Background: an optimization exercise with open tools, aiming at small area, a short achievable clock period and few clock cycles per item. Do not read the settings as production practice. Only the layout flow was run in this run; the RTL was not checked for function there. Power is estimated from default activity; no workload was simulated.

==> flow/design.v <==
`timescale 1ns / 1ps
`timescale 1ns / 1ps
module mac (
    input  wire        clk,
    input  wire        rst,
    input  wire [31:0] x,
    input  wire [31:0] y,
    input  wire        start,
    output wire [31:0] z,
    output wire        busy
  );
  wire pp1 = ~(x[0] & y[0]);
  wire pp2 = ~(x[0] & y[1]);
  wire pp3 = ~(x[0] & y[2]);
  wire pp4 = ~(x[0] & y[3]);
  wire pp5 = ~(x[0] & y[4]);
  wire pp6 = ~(x[0] & y[5]);
  wire pp7 = ~(x[0] & y[6]);
  wire pp8 = x[0] & y[7];
  wire pp9 = ~(x[1] & y[0]);
  wire pp10 = ~(x[1] & y[1]);
  wire pp11 = ~(x[1] & y[2]);
  wire pp12 = ~(x[1] & y[3]);
  wire pp13 = ~(x[1] & y[4]);
  wire pp14 = ~(x[1] & y[5]);
  wire pp15 = ~(x[1] & y[6]);
  wire pp16 = x[1] & y[7];
  wire pp17 = ~(x[2] & y[0]);
  wire pp18 = ~(x[2] & y[1]);
  wire pp19 = ~(x[2] & y[2]);
  wire pp20 = ~(x[2] & y[3]);
  wire pp21 = ~(x[2] & y[4]);
  wire pp22 = ~(x[2] & y[5]);
  wire pp23 = ~(x[2] & y[6]);
  wire pp24 = x[2] & y[7];
  wire pp25 = ~(x[3] & y[0]);
  wire pp26 = ~(x[3] & y[1]);
  wire pp27 = ~(x[3] & y[2]);
  wire pp28 = ~(x[3] & y[3]);
  wire pp29 = ~(x[3] & y[4]);
  wire pp30 = ~(x[3] & y[5]);
  wire pp31 = ~(x[3] & y[6]);
  wire pp32 = x[3] & y[7];
  wire pp33 = ~(x[4] & y[0]);
  wire pp34 = ~(x[4] & y[1]);
  wire pp35 = ~(x[4] & y[2]);
  wire pp36 = ~(x[4] & y[3]);
  wire pp37 = ~(x[4] & y[4]);
  wire pp38 = ~(x[4] & y[5]);
  wire pp39 = ~(x[4] & y[6]);
  wire pp40 = x[4] & y[7];
  wire pp41 = ~(x[5] & y[0]);
  wire pp42 = ~(x[5] & y[1]);
  wire pp43 = ~(x[5] & y[2]);
  wire pp44 = ~(x[5] & y[3]);
  wire pp45 = ~(x[5] & y[4]);
  wire pp46 = ~(x[5] & y[5]);
  wire pp47 = ~(x[5] & y[6]);
  wire pp48 = x[5] & y[7];
  wire pp49 = ~(x[6] & y[0]);
  wire pp50 = ~(x[6] & y[1]);
  wire pp51 = ~(x[6] & y[2]);
  wire pp52 = ~(x[6] & y[3]);
  wire pp53 = ~(x[6] & y[4]);
  wire pp54 = ~(x[6] & y[5]);
  wire pp55 = ~(x[6] & y[6]);
  wire pp56 = x[6] & y[7];
  wire pp57 = x[7] & y[0];
  wire pp58 = x[7] & y[1];
  wire pp59 = x[7] & y[2];
  wire pp60 = x[7] & y[3];
  wire pp61 = x[7] & y[4];
  wire pp62 = x[7] & y[5];
  wire pp63 = x[7] & y[6];
  wire pp64 = ~(x[7] & y[7]);
  wire pp65 = ~(x[8] & y[8]);
  wire pp66 = ~(x[8] & y[9]);
  wire pp67 = ~(x[8] & y[10]);
  wire pp68 = ~(x[8] & y[11]);
  wire pp69 = ~(x[8] & y[12]);
  wire pp70 = ~(x[8] & y[13]);
  wire pp71 = ~(x[8] & y[14]);
  wire pp72 = x[8] & y[15];
  wire pp73 = ~(x[9] & y[8]);
  wire pp74 = ~(x[9] & y[9]);
  wire pp75 = ~(x[9] & y[10]);
  wire pp76 = ~(x[9] & y[11]);
  wire pp77 = ~(x[9] & y[12]);
  wire pp78 = ~(x[9] & y[13]);
  wire pp79 = ~(x[9] & y[14]);
  wire pp80 = x[9] & y[15];
  wire pp81 = ~(x[10] & y[8]);
  wire pp82 = ~(x[10] & y[9]);
  wire pp83 = ~(x[10] & y[10]);
  wire pp84 = ~(x[10] & y[11]);
  wire pp85 = ~(x[10] & y[12]);
  wire pp86 = ~(x[10] & y[13]);
  wire pp87 = ~(x[10] & y[14]);
  wire pp88 = x[10] & y[15];
  wire pp89 = ~(x[11] & y[8]);
  wire pp90 = ~(x[11] & y[9]);
  wire pp91 = ~(x[11] & y[10]);
  wire pp92 = ~(x[11] & y[11]);
  wire pp93 = ~(x[11] & y[12]);
  wire pp94 = ~(x[11] & y[13]);
  wire pp95 = ~(x[11] & y[14]);
  wire pp96 = x[11] & y[15];
  wire pp97 = ~(x[12] & y[8]);
  wire pp98 = ~(x[12] & y[9]);
  wire pp99 = ~(x[12] & y[10]);
  wire pp100 = ~(x[12] & y[11]);
  wire pp101 = ~(x[12] & y[12]);
  wire pp102 = ~(x[12] & y[13]);
  wire pp103 = ~(x[12] & y[14]);
  wire pp104 = x[12] & y[15];
  wire pp105 = ~(x[13] & y[8]);
  wire pp106 = ~(x[13] & y[9]);
  wire pp107 = ~(x[13] & y[10]);
  wire pp108 = ~(x[13] & y[11]);
  wire pp109 = ~(x[13] & y[12]);
  wire pp110 = ~(x[13] & y[13]);
  wire pp111 = ~(x[13] & y[14]);
  wire pp112 = x[13] & y[15];
  wire pp113 = ~(x[14] & y[8]);
  wire pp114 = ~(x[14] & y[9]);
  wire pp115 = ~(x[14] & y[10]);
  wire pp116 = ~(x[14] & y[11]);
  wire pp117 = ~(x[14] & y[12]);
  wire pp118 = ~(x[14] & y[13]);
  wire pp119 = ~(x[14] & y[14]);
  wire pp120 = x[14] & y[15];
  wire pp121 = x[15] & y[8];
  wire pp122 = x[15] & y[9];
  wire pp123 = x[15] & y[10];
  wire pp124 = x[15] & y[11];
  wire pp125 = x[15] & y[12];
  wire pp126 = x[15] & y[13];
  wire pp127 = x[15] & y[14];
  wire pp128 = ~(x[15] & y[15]);
  wire pp129 = ~(x[16] & y[16]);
  wire pp130 = ~(x[16] & y[17]);
  wire pp131 = ~(x[16] & y[18]);
  wire pp132 = ~(x[16] & y[19]);
  wire pp133 = ~(x[16] & y[20]);
  wire pp134 = ~(x[16] & y[21]);
  wire pp135 = ~(x[16] & y[22]);
  wire pp136 = x[16] & y[23];
  wire pp137 = ~(x[17] & y[16]);
  wire pp138 = ~(x[17] & y[17]);
  wire pp139 = ~(x[17] & y[18]);
  wire pp140 = ~(x[17] & y[19]);
  wire pp141 = ~(x[17] & y[20]);
  wire pp142 = ~(x[17] & y[21]);
  wire pp143 = ~(x[17] & y[22]);
  wire pp144 = x[17] & y[23];
  wire pp145 = ~(x[18] & y[16]);
  wire pp146 = ~(x[18] & y[17]);
  wire pp147 = ~(x[18] & y[18]);
  wire pp148 = ~(x[18] & y[19]);
  wire pp149 = ~(x[18] & y[20]);
  wire pp150 = ~(x[18] & y[21]);
  wire pp151 = ~(x[18] & y[22]);
  wire pp152 = x[18] & y[23];
  wire pp153 = ~(x[19] & y[16]);
  wire pp154 = ~(x[19] & y[17]);
  wire pp155 = ~(x[19] & y[18]);
  wire pp156 = ~(x[19] & y[19]);
  wire pp157 = ~(x[19] & y[20]);
  wire pp158 = ~(x[19] & y[21]);
  wire pp159 = ~(x[19] & y[22]);
  wire pp160 = x[19] & y[23];
  wire pp161 = ~(x[20] & y[16]);
  wire pp162 = ~(x[20] & y[17]);
  wire pp163 = ~(x[20] & y[18]);
  wire pp164 = ~(x[20] & y[19]);
  wire pp165 = ~(x[20] & y[20]);
  wire pp166 = ~(x[20] & y[21]);
  wire pp167 = ~(x[20] & y[22]);
  wire pp168 = x[20] & y[23];
  wire pp169 = ~(x[21] & y[16]);
  wire pp170 = ~(x[21] & y[17]);
  wire pp171 = ~(x[21] & y[18]);
  wire pp172 = ~(x[21] & y[19]);
  wire pp173 = ~(x[21] & y[20]);
  wire pp174 = ~(x[21] & y[21]);
  wire pp175 = ~(x[21] & y[22]);
  wire pp176 = x[21] & y[23];
  wire pp177 = ~(x[22] & y[16]);
  wire pp178 = ~(x[22] & y[17]);
  wire pp179 = ~(x[22] & y[18]);
  wire pp180 = ~(x[22] & y[19]);
  wire pp181 = ~(x[22] & y[20]);
  wire pp182 = ~(x[22] & y[21]);
  wire pp183 = ~(x[22] & y[22]);
  wire pp184 = x[22] & y[23];
  wire pp185 = x[23] & y[16];
  wire pp186 = x[23] & y[17];
  wire pp187 = x[23] & y[18];
  wire pp188 = x[23] & y[19];
  wire pp189 = x[23] & y[20];
  wire pp190 = x[23] & y[21];
  wire pp191 = x[23] & y[22];
  wire pp192 = ~(x[23] & y[23]);
  wire pp193 = ~(x[24] & y[24]);
  wire pp194 = ~(x[24] & y[25]);
  wire pp195 = ~(x[24] & y[26]);
  wire pp196 = ~(x[24] & y[27]);
  wire pp197 = ~(x[24] & y[28]);
  wire pp198 = ~(x[24] & y[29]);
  wire pp199 = ~(x[24] & y[30]);
  wire pp200 = x[24] & y[31];
  wire pp201 = ~(x[25] & y[24]);
  wire pp202 = ~(x[25] & y[25]);
  wire pp203 = ~(x[25] & y[26]);
  wire pp204 = ~(x[25] & y[27]);
  wire pp205 = ~(x[25] & y[28]);
  wire pp206 = ~(x[25] & y[29]);
  wire pp207 = ~(x[25] & y[30]);
  wire pp208 = x[25] & y[31];
  wire pp209 = ~(x[26] & y[24]);
  wire pp210 = ~(x[26] & y[25]);
  wire pp211 = ~(x[26] & y[26]);
  wire pp212 = ~(x[26] & y[27]);
  wire pp213 = ~(x[26] & y[28]);
  wire pp214 = ~(x[26] & y[29]);
  wire pp215 = ~(x[26] & y[30]);
  wire pp216 = x[26] & y[31];
  wire pp217 = ~(x[27] & y[24]);
  wire pp218 = ~(x[27] & y[25]);
  wire pp219 = ~(x[27] & y[26]);
  wire pp220 = ~(x[27] & y[27]);
  wire pp221 = ~(x[27] & y[28]);
  wire pp222 = ~(x[27] & y[29]);
  wire pp223 = ~(x[27] & y[30]);
  wire pp224 = x[27] & y[31];
  wire pp225 = ~(x[28] & y[24]);
  wire pp226 = ~(x[28] & y[25]);
  wire pp227 = ~(x[28] & y[26]);
  wire pp228 = ~(x[28] & y[27]);
  wire pp229 = ~(x[28] & y[28]);
  wire pp230 = ~(x[28] & y[29]);
  wire pp231 = ~(x[28] & y[30]);
  wire pp232 = x[28] & y[31];
  wire pp233 = ~(x[29] & y[24]);
  wire pp234 = ~(x[29] & y[25]);
  wire pp235 = ~(x[29] & y[26]);
  wire pp236 = ~(x[29] & y[27]);
  wire pp237 = ~(x[29] & y[28]);
  wire pp238 = ~(x[29] & y[29]);
  wire pp239 = ~(x[29] & y[30]);
  wire pp240 = x[29] & y[31];
  wire pp241 = ~(x[30] & y[24]);
  wire pp242 = ~(x[30] & y[25]);
  wire pp243 = ~(x[30] & y[26]);
  wire pp244 = ~(x[30] & y[27]);
  wire pp245 = ~(x[30] & y[28]);
  wire pp246 = ~(x[30] & y[29]);
  wire pp247 = ~(x[30] & y[30]);
  wire pp248 = x[30] & y[31];
  wire pp249 = x[31] & y[24];
  wire pp250 = x[31] & y[25];
  wire pp251 = x[31] & y[26];
  wire pp252 = x[31] & y[27];
  wire pp253 = x[31] & y[28];
  wire pp254 = x[31] & y[29];
  wire pp255 = x[31] & y[30];
  wire pp256 = ~(x[31] & y[31]);
  wire s257 = ~(pp1 ^ pp65);
  wire c258 = pp1 | pp65;
  wire s259, c259;
  mac_fa u259 (.a(pp129), .b(pp193), .ci(s257), .s(s259), .co(c259));
  wire s260 = ~(pp2 ^ pp9);
  wire c261 = pp2 | pp9;
  wire s262, c262;
  mac_fa u262 (.a(pp66), .b(pp73), .ci(pp130), .s(s262), .co(c262));
  wire s263, c263;
  mac_fa u263 (.a(pp137), .b(pp194), .ci(pp201), .s(s263), .co(c263));
  wire s264, c264;
  mac_fa u264 (.a(c258), .b(s260), .ci(s262), .s(s264), .co(c264));
  wire s265, c265;
  mac_fa u265 (.a(s263), .b(c259), .ci(s264), .s(s265), .co(c265));
  wire s266, c266;
  mac_fa u266 (.a(pp3), .b(pp10), .ci(pp17), .s(s266), .co(c266));
  wire s267, c267;
  mac_fa u267 (.a(pp67), .b(pp74), .ci(pp81), .s(s267), .co(c267));
  wire s268, c268;
  mac_fa u268 (.a(pp131), .b(pp138), .ci(pp145), .s(s268), .co(c268));
  wire s269, c269;
  mac_fa u269 (.a(pp195), .b(pp202), .ci(pp209), .s(s269), .co(c269));
  wire s270, c270;
  mac_fa u270 (.a(c261), .b(c262), .ci(c263), .s(s270), .co(c270));
  wire s271, c271;
  mac_fa u271 (.a(s266), .b(s267), .ci(s268), .s(s271), .co(c271));
  wire s272, c272;
  mac_fa u272 (.a(s269), .b(c264), .ci(s270), .s(s272), .co(c272));
  wire s273, c273;
  mac_fa u273 (.a(s271), .b(c265), .ci(s272), .s(s273), .co(c273));
  wire s274 = ~(pp4 ^ pp11);
  wire c275 = pp4 | pp11;
  wire s276, c276;
  mac_fa u276 (.a(pp18), .b(pp25), .ci(pp68), .s(s276), .co(c276));
  wire s277, c277;
  mac_fa u277 (.a(pp75), .b(pp82), .ci(pp89), .s(s277), .co(c277));
  wire s278, c278;
  mac_fa u278 (.a(pp132), .b(pp139), .ci(pp146), .s(s278), .co(c278));
  wire s279, c279;
  mac_fa u279 (.a(pp153), .b(pp196), .ci(pp203), .s(s279), .co(c279));
  wire s280, c280;
  mac_fa u280 (.a(pp210), .b(pp217), .ci(s274), .s(s280), .co(c280));
  wire s281, c281;
  mac_fa u281 (.a(c266), .b(c267), .ci(c268), .s(s281), .co(c281));
  wire s282, c282;
  mac_fa u282 (.a(c269), .b(s276), .ci(s277), .s(s282), .co(c282));
  wire s283, c283;
  mac_fa u283 (.a(s278), .b(s279), .ci(s280), .s(s283), .co(c283));
  wire s284, c284;
  mac_fa u284 (.a(c270), .b(c271), .ci(s281), .s(s284), .co(c284));
  wire s285, c285;
  mac_fa u285 (.a(s282), .b(s283), .ci(c272), .s(s285), .co(c285));
  wire s286, c286;
  mac_fa u286 (.a(s284), .b(c273), .ci(s285), .s(s286), .co(c286));
  wire s287 = ~(pp5 ^ pp12);
  wire c288 = pp5 | pp12;
  wire s289, c289;
  mac_fa u289 (.a(pp19), .b(pp26), .ci(pp33), .s(s289), .co(c289));
  wire s290, c290;
  mac_fa u290 (.a(pp69), .b(pp76), .ci(pp83), .s(s290), .co(c290));
  wire s291, c291;
  mac_fa u291 (.a(pp90), .b(pp97), .ci(pp133), .s(s291), .co(c291));
  wire s292, c292;
  mac_fa u292 (.a(pp140), .b(pp147), .ci(pp154), .s(s292), .co(c292));
  wire s293, c293;
  mac_fa u293 (.a(pp161), .b(pp197), .ci(pp204), .s(s293), .co(c293));
  wire s294, c294;
  mac_fa u294 (.a(pp211), .b(pp218), .ci(pp225), .s(s294), .co(c294));
  wire s295, c295;
  mac_fa u295 (.a(c275), .b(s287), .ci(c276), .s(s295), .co(c295));
  wire s296, c296;
  mac_fa u296 (.a(c277), .b(c278), .ci(c279), .s(s296), .co(c296));
  wire s297, c297;
  mac_fa u297 (.a(s289), .b(s290), .ci(s291), .s(s297), .co(c297));
  wire s298, c298;
  mac_fa u298 (.a(s292), .b(s293), .ci(s294), .s(s298), .co(c298));
  wire s299, c299;
  mac_fa u299 (.a(c280), .b(c281), .ci(c282), .s(s299), .co(c299));
  wire s300, c300;
  mac_fa u300 (.a(s295), .b(s296), .ci(s297), .s(s300), .co(c300));
  wire s301, c301;
  mac_fa u301 (.a(s298), .b(c283), .ci(c284), .s(s301), .co(c301));
  wire s302, c302;
  mac_fa u302 (.a(s299), .b(s300), .ci(c285), .s(s302), .co(c302));
  wire s303, c303;
  mac_fa u303 (.a(s301), .b(c286), .ci(s302), .s(s303), .co(c303));
  wire s304 = ~(pp6 ^ pp13);
  wire c305 = pp6 | pp13;
  wire s306, c306;
  mac_fa u306 (.a(pp20), .b(pp27), .ci(pp34), .s(s306), .co(c306));
  wire s307, c307;
  mac_fa u307 (.a(pp41), .b(pp70), .ci(pp77), .s(s307), .co(c307));
  wire s308, c308;
  mac_fa u308 (.a(pp84), .b(pp91), .ci(pp98), .s(s308), .co(c308));
  wire s309, c309;
  mac_fa u309 (.a(pp105), .b(pp134), .ci(pp141), .s(s309), .co(c309));
  wire s310, c310;
  mac_fa u310 (.a(pp148), .b(pp155), .ci(pp162), .s(s310), .co(c310));
  wire s311, c311;
  mac_fa u311 (.a(pp169), .b(pp198), .ci(pp205), .s(s311), .co(c311));
  wire s312, c312;
  mac_fa u312 (.a(pp212), .b(pp219), .ci(pp226), .s(s312), .co(c312));
  wire s313, c313;
  mac_fa u313 (.a(pp233), .b(c288), .ci(s304), .s(s313), .co(c313));
  wire s314, c314;
  mac_fa u314 (.a(c289), .b(c290), .ci(c291), .s(s314), .co(c314));
  wire s315, c315;
  mac_fa u315 (.a(c292), .b(c293), .ci(c294), .s(s315), .co(c315));
  wire s316, c316;
  mac_fa u316 (.a(s306), .b(s307), .ci(s308), .s(s316), .co(c316));
  wire s317, c317;
  mac_fa u317 (.a(s309), .b(s310), .ci(s311), .s(s317), .co(c317));
  wire s318, c318;
  mac_fa u318 (.a(s312), .b(s313), .ci(c295), .s(s318), .co(c318));
  wire s319, c319;
  mac_fa u319 (.a(c296), .b(c297), .ci(c298), .s(s319), .co(c319));
  wire s320, c320;
  mac_fa u320 (.a(s314), .b(s315), .ci(s316), .s(s320), .co(c320));
  wire s321, c321;
  mac_fa u321 (.a(s317), .b(c299), .ci(c300), .s(s321), .co(c321));
  wire s322, c322;
  mac_fa u322 (.a(s318), .b(s319), .ci(s320), .s(s322), .co(c322));
  wire s323, c323;
  mac_fa u323 (.a(c301), .b(s321), .ci(s322), .s(s323), .co(c323));
  wire s324, c324;
  mac_fa u324 (.a(c302), .b(s323), .ci(c303), .s(s324), .co(c324));
  wire s325 = ~(pp7 ^ pp14);
  wire c326 = pp7 | pp14;
  wire s327, c327;
  mac_fa u327 (.a(pp21), .b(pp28), .ci(pp35), .s(s327), .co(c327));
  wire s328, c328;
  mac_fa u328 (.a(pp42), .b(pp49), .ci(pp71), .s(s328), .co(c328));
  wire s329, c329;
  mac_fa u329 (.a(pp78), .b(pp85), .ci(pp92), .s(s329), .co(c329));
  wire s330, c330;
  mac_fa u330 (.a(pp99), .b(pp106), .ci(pp113), .s(s330), .co(c330));
  wire s331, c331;
  mac_fa u331 (.a(pp135), .b(pp142), .ci(pp149), .s(s331), .co(c331));
  wire s332, c332;
  mac_fa u332 (.a(pp156), .b(pp163), .ci(pp170), .s(s332), .co(c332));
  wire s333, c333;
  mac_fa u333 (.a(pp177), .b(pp199), .ci(pp206), .s(s333), .co(c333));
  wire s334, c334;
  mac_fa u334 (.a(pp213), .b(pp220), .ci(pp227), .s(s334), .co(c334));
  wire s335, c335;
  mac_fa u335 (.a(pp234), .b(pp241), .ci(c305), .s(s335), .co(c335));
  wire s336, c336;
  mac_fa u336 (.a(s325), .b(c306), .ci(c307), .s(s336), .co(c336));
  wire s337, c337;
  mac_fa u337 (.a(c308), .b(c309), .ci(c310), .s(s337), .co(c337));
  wire s338, c338;
  mac_fa u338 (.a(c311), .b(c312), .ci(s327), .s(s338), .co(c338));
  wire s339, c339;
  mac_fa u339 (.a(s328), .b(s329), .ci(s330), .s(s339), .co(c339));
  wire s340, c340;
  mac_fa u340 (.a(s331), .b(s332), .ci(s333), .s(s340), .co(c340));
  wire s341, c341;
  mac_fa u341 (.a(s334), .b(s335), .ci(c313), .s(s341), .co(c341));
  wire s342, c342;
  mac_fa u342 (.a(c314), .b(c315), .ci(c316), .s(s342), .co(c342));
  wire s343, c343;
  mac_fa u343 (.a(c317), .b(s336), .ci(s337), .s(s343), .co(c343));
  wire s344, c344;
  mac_fa u344 (.a(s338), .b(s339), .ci(s340), .s(s344), .co(c344));
  wire s345, c345;
  mac_fa u345 (.a(s341), .b(c318), .ci(c319), .s(s345), .co(c345));
  wire s346, c346;
  mac_fa u346 (.a(c320), .b(s342), .ci(s343), .s(s346), .co(c346));
  wire s347, c347;
  mac_fa u347 (.a(s344), .b(c321), .ci(c322), .s(s347), .co(c347));
  wire s348, c348;
  mac_fa u348 (.a(s345), .b(s346), .ci(c323), .s(s348), .co(c348));
  wire s349 = ~(pp8 ^ pp15);
  wire c350 = pp8 | pp15;
  wire s351, c351;
  mac_fa u351 (.a(pp22), .b(pp29), .ci(pp36), .s(s351), .co(c351));
  wire s352, c352;
  mac_fa u352 (.a(pp43), .b(pp50), .ci(pp57), .s(s352), .co(c352));
  wire s353, c353;
  mac_fa u353 (.a(pp72), .b(pp79), .ci(pp86), .s(s353), .co(c353));
  wire s354, c354;
  mac_fa u354 (.a(pp93), .b(pp100), .ci(pp107), .s(s354), .co(c354));
  wire s355, c355;
  mac_fa u355 (.a(pp114), .b(pp121), .ci(pp136), .s(s355), .co(c355));
  wire s356, c356;
  mac_fa u356 (.a(pp143), .b(pp150), .ci(pp157), .s(s356), .co(c356));
  wire s357, c357;
  mac_fa u357 (.a(pp164), .b(pp171), .ci(pp178), .s(s357), .co(c357));
  wire s358, c358;
  mac_fa u358 (.a(pp185), .b(pp200), .ci(pp207), .s(s358), .co(c358));
  wire s359, c359;
  mac_fa u359 (.a(pp214), .b(pp221), .ci(pp228), .s(s359), .co(c359));
  wire s360, c360;
  mac_fa u360 (.a(pp235), .b(pp242), .ci(pp249), .s(s360), .co(c360));
  wire s361, c361;
  mac_fa u361 (.a(c326), .b(s349), .ci(c327), .s(s361), .co(c361));
  wire s362, c362;
  mac_fa u362 (.a(c328), .b(c329), .ci(c330), .s(s362), .co(c362));
  wire s363, c363;
  mac_fa u363 (.a(c331), .b(c332), .ci(c333), .s(s363), .co(c363));
  wire s364, c364;
  mac_fa u364 (.a(c334), .b(s351), .ci(s352), .s(s364), .co(c364));
  wire s365, c365;
  mac_fa u365 (.a(s353), .b(s354), .ci(s355), .s(s365), .co(c365));
  wire s366, c366;
  mac_fa u366 (.a(s356), .b(s357), .ci(s358), .s(s366), .co(c366));
  wire s367, c367;
  mac_fa u367 (.a(s359), .b(s360), .ci(c335), .s(s367), .co(c367));
  wire s368, c368;
  mac_fa u368 (.a(c336), .b(c337), .ci(c338), .s(s368), .co(c368));
  wire s369, c369;
  mac_fa u369 (.a(c339), .b(c340), .ci(s361), .s(s369), .co(c369));
  wire s370, c370;
  mac_fa u370 (.a(s362), .b(s363), .ci(s364), .s(s370), .co(c370));
  wire s371, c371;
  mac_fa u371 (.a(s365), .b(s366), .ci(s367), .s(s371), .co(c371));
  wire s372, c372;
  mac_fa u372 (.a(c341), .b(c342), .ci(c343), .s(s372), .co(c372));
  wire s373, c373;
  mac_fa u373 (.a(c344), .b(s368), .ci(s369), .s(s373), .co(c373));
  wire s374, c374;
  mac_fa u374 (.a(s370), .b(s371), .ci(c345), .s(s374), .co(c374));
  wire s375, c375;
  mac_fa u375 (.a(c346), .b(s372), .ci(s373), .s(s375), .co(c375));
  wire s376, c376;
  mac_fa u376 (.a(c347), .b(s374), .ci(s375), .s(s376), .co(c376));
  wire s377 = ~(pp16 ^ pp23);
  wire c378 = pp16 | pp23;
  wire s379, c379;
  mac_fa u379 (.a(pp30), .b(pp37), .ci(pp44), .s(s379), .co(c379));
  wire s380, c380;
  mac_fa u380 (.a(pp51), .b(pp58), .ci(pp80), .s(s380), .co(c380));
  wire s381, c381;
  mac_fa u381 (.a(pp87), .b(pp94), .ci(pp101), .s(s381), .co(c381));
  wire s382, c382;
  mac_fa u382 (.a(pp108), .b(pp115), .ci(pp122), .s(s382), .co(c382));
  wire s383, c383;
  mac_fa u383 (.a(pp144), .b(pp151), .ci(pp158), .s(s383), .co(c383));
  wire s384, c384;
  mac_fa u384 (.a(pp165), .b(pp172), .ci(pp179), .s(s384), .co(c384));
  wire s385, c385;
  mac_fa u385 (.a(pp186), .b(pp208), .ci(pp215), .s(s385), .co(c385));
  wire s386, c386;
  mac_fa u386 (.a(pp222), .b(pp229), .ci(pp236), .s(s386), .co(c386));
  wire s387, c387;
  mac_fa u387 (.a(pp243), .b(pp250), .ci(c350), .s(s387), .co(c387));
  wire s388, c388;
  mac_fa u388 (.a(s377), .b(c351), .ci(c352), .s(s388), .co(c388));
  wire s389, c389;
  mac_fa u389 (.a(c353), .b(c354), .ci(c355), .s(s389), .co(c389));
  wire s390, c390;
  mac_fa u390 (.a(c356), .b(c357), .ci(c358), .s(s390), .co(c390));
  wire s391, c391;
  mac_fa u391 (.a(c359), .b(c360), .ci(s379), .s(s391), .co(c391));
  wire s392, c392;
  mac_fa u392 (.a(s380), .b(s381), .ci(s382), .s(s392), .co(c392));
  wire s393, c393;
  mac_fa u393 (.a(s383), .b(s384), .ci(s385), .s(s393), .co(c393));
  wire s394, c394;
  mac_fa u394 (.a(s386), .b(s387), .ci(c361), .s(s394), .co(c394));
  wire s395, c395;
  mac_fa u395 (.a(c362), .b(c363), .ci(c364), .s(s395), .co(c395));
  wire s396, c396;
  mac_fa u396 (.a(c365), .b(c366), .ci(s388), .s(s396), .co(c396));
  wire s397, c397;
  mac_fa u397 (.a(s389), .b(s390), .ci(s391), .s(s397), .co(c397));
  wire s398, c398;
  mac_fa u398 (.a(s392), .b(s393), .ci(c367), .s(s398), .co(c398));
  wire s399, c399;
  mac_fa u399 (.a(c368), .b(c369), .ci(c370), .s(s399), .co(c399));
  wire s400, c400;
  mac_fa u400 (.a(s394), .b(s395), .ci(s396), .s(s400), .co(c400));
  wire s401, c401;
  mac_fa u401 (.a(s397), .b(c371), .ci(s398), .s(s401), .co(c401));
  wire s402, c402;
  mac_fa u402 (.a(c372), .b(c373), .ci(s399), .s(s402), .co(c402));
  wire s403, c403;
  mac_fa u403 (.a(s400), .b(s401), .ci(c374), .s(s403), .co(c403));
  wire s404, c404;
  mac_fa u404 (.a(c375), .b(s402), .ci(c376), .s(s404), .co(c404));
  wire s405 = ~(pp24 ^ pp31);
  wire c406 = pp24 | pp31;
  wire s407, c407;
  mac_fa u407 (.a(pp38), .b(pp45), .ci(pp52), .s(s407), .co(c407));
  wire s408, c408;
  mac_fa u408 (.a(pp59), .b(pp88), .ci(pp95), .s(s408), .co(c408));
  wire s409, c409;
  mac_fa u409 (.a(pp102), .b(pp109), .ci(pp116), .s(s409), .co(c409));
  wire s410, c410;
  mac_fa u410 (.a(pp123), .b(pp152), .ci(pp159), .s(s410), .co(c410));
  wire s411, c411;
  mac_fa u411 (.a(pp166), .b(pp173), .ci(pp180), .s(s411), .co(c411));
  wire s412, c412;
  mac_fa u412 (.a(pp187), .b(pp216), .ci(pp223), .s(s412), .co(c412));
  wire s413, c413;
  mac_fa u413 (.a(pp230), .b(pp237), .ci(pp244), .s(s413), .co(c413));
  wire s414, c414;
  mac_fa u414 (.a(pp251), .b(c378), .ci(s405), .s(s414), .co(c414));
  wire s415, c415;
  mac_fa u415 (.a(c379), .b(c380), .ci(c381), .s(s415), .co(c415));
  wire s416, c416;
  mac_fa u416 (.a(c382), .b(c383), .ci(c384), .s(s416), .co(c416));
  wire s417, c417;
  mac_fa u417 (.a(c385), .b(c386), .ci(s407), .s(s417), .co(c417));
  wire s418, c418;
  mac_fa u418 (.a(s408), .b(s409), .ci(s410), .s(s418), .co(c418));
  wire s419, c419;
  mac_fa u419 (.a(s411), .b(s412), .ci(s413), .s(s419), .co(c419));
  wire s420, c420;
  mac_fa u420 (.a(c387), .b(s414), .ci(c388), .s(s420), .co(c420));
  wire s421, c421;
  mac_fa u421 (.a(c389), .b(c390), .ci(c391), .s(s421), .co(c421));
  wire s422, c422;
  mac_fa u422 (.a(c392), .b(c393), .ci(s415), .s(s422), .co(c422));
  wire s423, c423;
  mac_fa u423 (.a(s416), .b(s417), .ci(s418), .s(s423), .co(c423));
  wire s424, c424;
  mac_fa u424 (.a(s419), .b(c394), .ci(c395), .s(s424), .co(c424));
  wire s425, c425;
  mac_fa u425 (.a(c396), .b(c397), .ci(s420), .s(s425), .co(c425));
  wire s426, c426;
  mac_fa u426 (.a(s421), .b(s422), .ci(s423), .s(s426), .co(c426));
  wire s427, c427;
  mac_fa u427 (.a(c398), .b(c399), .ci(c400), .s(s427), .co(c427));
  wire s428, c428;
  mac_fa u428 (.a(s424), .b(s425), .ci(s426), .s(s428), .co(c428));
  wire s429, c429;
  mac_fa u429 (.a(c401), .b(c402), .ci(s427), .s(s429), .co(c429));
  wire s430, c430;
  mac_fa u430 (.a(s428), .b(c403), .ci(s429), .s(s430), .co(c430));
  wire s431, c431;
  mac_fa u431 (.a(pp32), .b(pp39), .ci(pp46), .s(s431), .co(c431));
  wire s432, c432;
  mac_fa u432 (.a(pp53), .b(pp60), .ci(pp96), .s(s432), .co(c432));
  wire s433, c433;
  mac_fa u433 (.a(pp103), .b(pp110), .ci(pp117), .s(s433), .co(c433));
  wire s434, c434;
  mac_fa u434 (.a(pp124), .b(pp160), .ci(pp167), .s(s434), .co(c434));
  wire s435, c435;
  mac_fa u435 (.a(pp174), .b(pp181), .ci(pp188), .s(s435), .co(c435));
  wire s436, c436;
  mac_fa u436 (.a(pp224), .b(pp231), .ci(pp238), .s(s436), .co(c436));
  wire s437, c437;
  mac_fa u437 (.a(pp245), .b(pp252), .ci(c406), .s(s437), .co(c437));
  wire s438, c438;
  mac_fa u438 (.a(c407), .b(c408), .ci(c409), .s(s438), .co(c438));
  wire s439, c439;
  mac_fa u439 (.a(c410), .b(c411), .ci(c412), .s(s439), .co(c439));
  wire s440, c440;
  mac_fa u440 (.a(c413), .b(s431), .ci(s432), .s(s440), .co(c440));
  wire s441, c441;
  mac_fa u441 (.a(s433), .b(s434), .ci(s435), .s(s441), .co(c441));
  wire s442, c442;
  mac_fa u442 (.a(s436), .b(s437), .ci(c414), .s(s442), .co(c442));
  wire s443, c443;
  mac_fa u443 (.a(c415), .b(c416), .ci(c417), .s(s443), .co(c443));
  wire s444, c444;
  mac_fa u444 (.a(c418), .b(c419), .ci(s438), .s(s444), .co(c444));
  wire s445, c445;
  mac_fa u445 (.a(s439), .b(s440), .ci(s441), .s(s445), .co(c445));
  wire s446, c446;
  mac_fa u446 (.a(s442), .b(c420), .ci(c421), .s(s446), .co(c446));
  wire s447, c447;
  mac_fa u447 (.a(c422), .b(c423), .ci(s443), .s(s447), .co(c447));
  wire s448, c448;
  mac_fa u448 (.a(s444), .b(s445), .ci(c424), .s(s448), .co(c448));
  wire s449, c449;
  mac_fa u449 (.a(c425), .b(c426), .ci(s446), .s(s449), .co(c449));
  wire s450, c450;
  mac_fa u450 (.a(s447), .b(c427), .ci(c428), .s(s450), .co(c450));
  wire s451, c451;
  mac_fa u451 (.a(s448), .b(s449), .ci(c429), .s(s451), .co(c451));
  wire s452, c452;
  mac_fa u452 (.a(pp40), .b(pp47), .ci(pp54), .s(s452), .co(c452));
  wire s453, c453;
  mac_fa u453 (.a(pp61), .b(pp104), .ci(pp111), .s(s453), .co(c453));
  wire s454, c454;
  mac_fa u454 (.a(pp118), .b(pp125), .ci(pp168), .s(s454), .co(c454));
  wire s455, c455;
  mac_fa u455 (.a(pp175), .b(pp182), .ci(pp189), .s(s455), .co(c455));
  wire s456, c456;
  mac_fa u456 (.a(pp232), .b(pp239), .ci(pp246), .s(s456), .co(c456));
  wire s457, c457;
  mac_fa u457 (.a(pp253), .b(c431), .ci(c432), .s(s457), .co(c457));
  wire s458, c458;
  mac_fa u458 (.a(c433), .b(c434), .ci(c435), .s(s458), .co(c458));
  wire s459, c459;
  mac_fa u459 (.a(c436), .b(s452), .ci(s453), .s(s459), .co(c459));
  wire s460, c460;
  mac_fa u460 (.a(s454), .b(s455), .ci(s456), .s(s460), .co(c460));
  wire s461, c461;
  mac_fa u461 (.a(c437), .b(c438), .ci(c439), .s(s461), .co(c461));
  wire s462, c462;
  mac_fa u462 (.a(c440), .b(c441), .ci(s457), .s(s462), .co(c462));
  wire s463, c463;
  mac_fa u463 (.a(s458), .b(s459), .ci(s460), .s(s463), .co(c463));
  wire s464, c464;
  mac_fa u464 (.a(c442), .b(c443), .ci(c444), .s(s464), .co(c464));
  wire s465, c465;
  mac_fa u465 (.a(c445), .b(s461), .ci(s462), .s(s465), .co(c465));
  wire s466, c466;
  mac_fa u466 (.a(s463), .b(c446), .ci(c447), .s(s466), .co(c466));
  wire s467, c467;
  mac_fa u467 (.a(s464), .b(s465), .ci(c448), .s(s467), .co(c467));
  wire s468, c468;
  mac_fa u468 (.a(c449), .b(s466), .ci(c450), .s(s468), .co(c468));
  wire s469, c469;
  mac_fa u469 (.a(pp48), .b(pp55), .ci(pp62), .s(s469), .co(c469));
  wire s470, c470;
  mac_fa u470 (.a(pp112), .b(pp119), .ci(pp126), .s(s470), .co(c470));
  wire s471, c471;
  mac_fa u471 (.a(pp176), .b(pp183), .ci(pp190), .s(s471), .co(c471));
  wire s472, c472;
  mac_fa u472 (.a(pp240), .b(pp247), .ci(pp254), .s(s472), .co(c472));
  wire s473, c473;
  mac_fa u473 (.a(c452), .b(c453), .ci(c454), .s(s473), .co(c473));
  wire s474, c474;
  mac_fa u474 (.a(c455), .b(c456), .ci(s469), .s(s474), .co(c474));
  wire s475, c475;
  mac_fa u475 (.a(s470), .b(s471), .ci(s472), .s(s475), .co(c475));
  wire s476, c476;
  mac_fa u476 (.a(c457), .b(c458), .ci(c459), .s(s476), .co(c476));
  wire s477, c477;
  mac_fa u477 (.a(c460), .b(s473), .ci(s474), .s(s477), .co(c477));
  wire s478, c478;
  mac_fa u478 (.a(s475), .b(c461), .ci(c462), .s(s478), .co(c478));
  wire s479, c479;
  mac_fa u479 (.a(c463), .b(s476), .ci(s477), .s(s479), .co(c479));
  wire s480, c480;
  mac_fa u480 (.a(c464), .b(c465), .ci(s478), .s(s480), .co(c480));
  wire s481, c481;
  mac_fa u481 (.a(s479), .b(c466), .ci(s480), .s(s481), .co(c481));
  wire s482, c482;
  mac_fa u482 (.a(pp56), .b(pp63), .ci(pp120), .s(s482), .co(c482));
  wire s483, c483;
  mac_fa u483 (.a(pp127), .b(pp184), .ci(pp191), .s(s483), .co(c483));
  wire s484, c484;
  mac_fa u484 (.a(pp248), .b(pp255), .ci(c469), .s(s484), .co(c484));
  wire s485, c485;
  mac_fa u485 (.a(c470), .b(c471), .ci(c472), .s(s485), .co(c485));
  wire s486, c486;
  mac_fa u486 (.a(s482), .b(s483), .ci(c473), .s(s486), .co(c486));
  wire s487, c487;
  mac_fa u487 (.a(c474), .b(c475), .ci(s484), .s(s487), .co(c487));
  wire s488, c488;
  mac_fa u488 (.a(s485), .b(c476), .ci(c477), .s(s488), .co(c488));
  wire s489, c489;
  mac_fa u489 (.a(s486), .b(s487), .ci(c478), .s(s489), .co(c489));
  wire s490, c490;
  mac_fa u490 (.a(c479), .b(s488), .ci(c480), .s(s490), .co(c490));
  wire s491, c491;
  mac_fa u491 (.a(s489), .b(c481), .ci(s490), .s(s491), .co(c491));
  wire s492, c492;
  mac_fa u492 (.a(pp64), .b(pp128), .ci(pp192), .s(s492), .co(c492));
  wire s493, c493;
  mac_fa u493 (.a(pp256), .b(c482), .ci(c483), .s(s493), .co(c493));
  wire s494, c494;
  mac_fa u494 (.a(s492), .b(c484), .ci(c485), .s(s494), .co(c494));
  wire s495, c495;
  mac_fa u495 (.a(s493), .b(c486), .ci(c487), .s(s495), .co(c495));
  wire s496, c496;
  mac_fa u496 (.a(s494), .b(c488), .ci(s495), .s(s496), .co(c496));
  wire s497, c497;
  mac_fa u497 (.a(c489), .b(s496), .ci(c490), .s(s497), .co(c497));
  wire s498, c498;
  mac_fa u498 (.a(c492), .b(c493), .ci(c494), .s(s498), .co(c498));
  wire s499, c499;
  mac_fa u499 (.a(c495), .b(s498), .ci(c496), .s(s499), .co(c499));
  reg  [30:0] r;
  always @(posedge clk)
  begin
    if (start)
      r <= {c499, c498, c497, s499, s497, c491, s491, c468, s481, c467, s468, c451, s467, s451, c430, s450, s430, c404, s404, s403, s376, c348, c324, s348, s347, s324, s303, s286, s273, s265, s259};
  end
  wire s500, c500;
  mac_fa u500 (.a(r[6]), .b(r[7]), .ci(r[8]), .s(s500), .co(c500));
  wire s501, c501;
  mac_fa u501 (.a(r[9]), .b(r[10]), .ci(c500), .s(s501), .co(c501));
  wire s502 = r[11] ^ r[12];
  wire c503 = r[11] & r[12];
  wire s504, c504;
  mac_fa u504 (.a(r[13]), .b(r[14]), .ci(c503), .s(s504), .co(c504));
  wire s505, c505;
  mac_fa u505 (.a(r[15]), .b(r[16]), .ci(r[17]), .s(s505), .co(c505));
  wire s506, c506;
  mac_fa u506 (.a(r[18]), .b(r[19]), .ci(r[20]), .s(s506), .co(c506));
  wire s507, c507;
  mac_fa u507 (.a(r[21]), .b(r[22]), .ci(r[23]), .s(s507), .co(c507));
  wire [17:0] sum = ~({1'b1, r[29], r[27], r[25], r[24], c506, c505, s505, s504, s502, s501, s500, r[5], r[4], r[3], r[2], r[1], r[0]} + {1'b0, r[30], r[28], r[26], c507, s507, s506, c504, 1'b0, c501, 1'b0, 1'b0, 1'b0, 1'b0, 1'b0, 1'b0, 1'b0, 1'b0});
  assign z    = {{14{sum[17]}}, sum};
  assign busy = 1'b0;
endmodule
module mac_fa (
    input  wire a,
    input  wire b,
    input  wire ci,
    output wire s,
    output wire co
  );
  assign s  = a ^ b ^ ci;
  assign co = (a & b) | (a & ci) | (b & ci);
endmodule
==> flow/flow/run.sh <==
#!/bin/bash
# The standard layout (standard.sh), with port buffers of the given cell instead
# of the one buffer_ports picks by default.  make's output goes to standard.log;
# ORFS keeps each step's log under orfs/logs.
set -euo pipefail
export BUFFER_PORTS_ARGS="-buffer_cell sky130_fd_sc_hd__buf_2"
bash standard.sh > standard.log 2>&1
==> flow/standard.sh <==
#!/bin/bash
# synth_recipe.tcl (not shown) runs the flow's synth.tcl, then flattens the netlist and writes it again
# the make line also repeats each setting of config.mk as NAME=value (left out here)
make -C /OpenROAD-flow-scripts/flow DESIGN_CONFIG=/design/flow/config.mk WORK_HOME=/design/flow/orfs CLKGATE_MAP_FILE= SYNTH_SCRIPT=/design/flow/synth_recipe.tcl "${@:-finish}"
==> flow/config.mk <==
export PLATFORM = sky130hd
export DESIGN_NAME = mac
export DESIGN_NICKNAME = mac
export VERILOG_FILES = /design/flow/design.v
export SDC_FILE = /design/flow/constraint.sdc
export NUM_CORES = 4
export LEC_CHECK = 0
export CAP_MARGIN = 20
export CORE_MARGIN = 2
export CORE_UTILIZATION = 40
export SLEW_MARGIN = 20
export SYNTH_HIERARCHICAL = 1
export SYNTH_MINIMUM_KEEP_SIZE = 0
==> flow/constraint.sdc <==
create_clock -name core_clock -period 7.0 [get_ports {clk}]
set_input_delay 1.4000 -clock core_clock [delete_from_list [all_inputs] [get_ports {clk}]]
set_output_delay 1.4000 -clock core_clock [all_outputs]
set_load 0.01 [all_outputs]
==> notes.md <==
==> cells by family after synthesis <==
logic type,Yosys count
and+or+nand+nor,269
adders and majority gates,250
buffers and inverters,61
DFF,31
AOI/OAI and AO/OA,16
xor gates and xnor gates,6
other,1
==> placed cells by master, fill, tap and decap left out, drive strengths merged <==
master / synthesis / routed
nor3b: 1 / 1
o221ai: 1 / 1
conb: 1 / 1
nand2b: 3 / 3
buf: 15 / 97
clkinv: 0 / 1
inv: 29 / 29
o41ai: 1 / 1
a21oi: 6 / 6
nor3: 2 / 2
fa: 231 / 231
edfxtp: 31 / 31
a31oi: 1 / 1
nor4: 1 / 1
nand2: 190 / 190
ha: 19 / 19
nor2: 4 / 4
o21bai: 2 / 2
clkinvlp: 0 / 2
o21ai: 3 / 3
xnor2: 2 / 2
a211oi: 1 / 1
xor2: 4 / 4
a21o: 1 / 1
clkbuf: 17 / 5
and2: 68 / 68
==> metal layers <==
metal / part of all wire / vias up / GRT usage
li1: - / 2061 / -
met1: 0.43 / 2632 / 0.3035
met2: 0.48 / 227 / 0.3416
met3: 0.080 / 17 / 0.03350
met4: 0.012 / 0 / 0.04789
met5: 0 / - / 0
==> layout make-up <==
type	instances	area (um^2)
Clock inverter	3	20.02
Multi-Input combinational cell	542	6236
Inverter	29	108.9
Tap cell	229	286.5
Clock buffer	5	125.1
Fill cell	1697	9955
Timing Repair Buffer	97	485.5
Sequential cell	31	930.9
==> modules after synthesis (local to each module, per instance) <==
module | copies in the design | flip-flops and latches
mac | 1 | 31
mac_fa | 231 | 0
==> power by group through the flow <==
| stage | combinational [W] | clock (W) | sequential [W] |
|---|---|---|---|
| 3_5_place_dp | 0.00275 | 0 | 0.000538 |
| 6_report | 0.00271 | 0.000207 | 0.000532 |
| 4_1_cts | 0.00277 | 0.000212 | 0.000535 |
| 3_3_place_gp | 0.00267 | 0 | 0.000537 |
| 2_1_floorplan | 0.00197 | 0 | 0.000529 |
| 5_1_grt | 0.00312 | 0.000218 | 0.000545 |
==> critical path, stage by stage <==
cell	delay, ns
buf_2	0.17
nand2_1	0.10
fa_1	0.53
fa_1	0.58
fa_1	0.45
fa_1	0.45
fa_1	0.46
fa_1	0.54
fa_1	0.40
==> through the flow <==
step / std cells / util / cell area [um^2] / hold WS (ns) / setup slack, ns
after floorplan: 634 / - / 7452 / 1.513 / 1.805
after global placement: 928 / 0.4435 / 8048 / 1.857 / 1.658
after detailed placement: 928 / 0.4435 / 8048 / 1.859 / 1.625
after CTS: 936 / 0.4515 / 8193 / 1.649 / 1.924
after global routing: 936 / 0.4515 / 8193 / 1.684 / 1.808
final: 936 / 0.4515 / 8193 / 1.658 / 1.922
==> worst paths after layout <==
kind                    end  slack (ns)  cells after the start
worst max-delay path  r[14]        1.92                      9
worst min-delay path   r[0]        1.66                      3
==> impl_metrics.ini <==
[run_status]
outcome = finished clean

[clock_tree]
cts.htree.levels = 2
root_buffer = clkbuf_16
cts_repair_resize_count = 0
tritoncts = built
path_clk_slew_ns = 0.05
cts_buffers = 5
cts_buffer_depth = 2
cts.sinks = 31
postCtsSetupBuffers = 0
holdBufCountCts = 0

[place]
portBuffers = 97
dp_hpwl_um = 17270
place_congestion = 0.9645

[synthesis]
synth_common_cells = 231 x fa_1, 190 x nand2_1, 68 x and2_1
yosys_warnings = 7
ys.flop_type = edfxtp_1
synth_edf_count = 31
synthCells = 634
synth.area.mux_share = 0
synthArstFlopShare = 0
synthDominantCellAreaShare = 0.6206
synth_top_family_by_area = adder cells
synth_area_leaders = fa_1 62%, edfxtp_1 12%, nand2_1 9.6%
synth_compound_area_frac = 0.01629
synth-xor-area-share = 0.007052
yosysSeqAreaShare = 0.1249
netlist_area_mm2 = 0.007452
synth_seq_cells = 31
synth_area_leader_cell = fa_1
syn_area_per_cell_um2 = 11.75
synth_nets = 951
synth_fa_ha_area_frac = 0.6525
ys_types = 25
synthSimpleGateAreaFrac = 0.1605
synth.most_common_cell = fa_1

[timing]
slew_violations = 0
setup_tns_ns = 0
setup_viol = 0
worst_slew_pin_slew_ns = 0.6539
slew_headroom = 0.5641
min_period_ns = 5.078
hold_violations = 0
fmax_ghz = 0.1969
finalCritPeriodShare = 0.7255
rsz0062_at_grt = false

[layout]
drive_above_1_share = 0.1542
largest_register_ffs = 31
fin_nets = 1023
reg_top3 = r x31
area_growth_pct = 9.940
regMostFlops = r
n_antenna_cell = 0

[global_routing]
grtUsageTotal = 0.2106
grt_overflow = 0
antenna_found_initial = 0
grt_pass1_wl_um = 31510
grt_pass1_vias = 5436
grt_max_degree = 32

[setup_path]
crit_path_end_kind = flop
crit_required_ns = 7.01
criticalPathCategory = in -> reg
arrival_ns = 5.09
start_kind = primary input
crit_start = x[5]
crit_fanout = 8

[pwr]
p_total_w = 0.003449
powerDensity_mw_per_mm2 = 420.9
cellLeakagePower_nw = 3.151
internal_power_w = 0.001857
clock_power_share = 0.060
p_sw_w = 0.001592
pwr-share-comb = 0.786
seqPwrFrac = 0.154
switching_share = 0.4616
ir_drop_uv = 163.6

[die]
initial_utilization = 0.4106
die_y_um = 140.5
boundaryPins = 100
row_count = 49
dieArea_mm2 = 0.01974
die_w_um = 140.5
coreArea_mm2 = 0.01815

[route]
routed_wirelength_um = 19860
wl_per_cell_um = 21.21
drt_iter0_markers = 325
vias_per_cell = 5.275
vias = 4937
antenna_left = 0
drt-pass1-iter-count = 4
drc = 0

[hold_path]
hp-class = in -> reg
min_from = y[24]

[flow_run]
drv_cap = 0

[port drivers added, routing unchanged]
Ports are ideal in the flow. The routed layout listed here was re-timed in OpenROAD. Step 1 (the two cells are an assumption about what drives the block):
set clk [get_ports {clk}]
set_driving_cell -lib_cell sky130_fd_sc_hd__clkbuf_16 $clk
set_driving_cell -lib_cell sky130_fd_sc_hd__buf_2 [delete_from_list [all_inputs] $clk]
Step 2 also shifts input and output timing later by t, the mid clock arrival at the registers, as if the neighbouring blocks saw the same clock. Three values: ideal, step 1, step 2; two values: the first two.
t (ns): 0.309
slack for setup (ns): 1.922 / 1.934 / 1.625
hold slack, ns: 1.658 / 1.642 / 1.876
worst setup path after step 2: input to register
After both steps this run still meets setup and hold. The setup slack of this run moves by +0.012 ns with the drivers and by -0.297 ns with both steps.
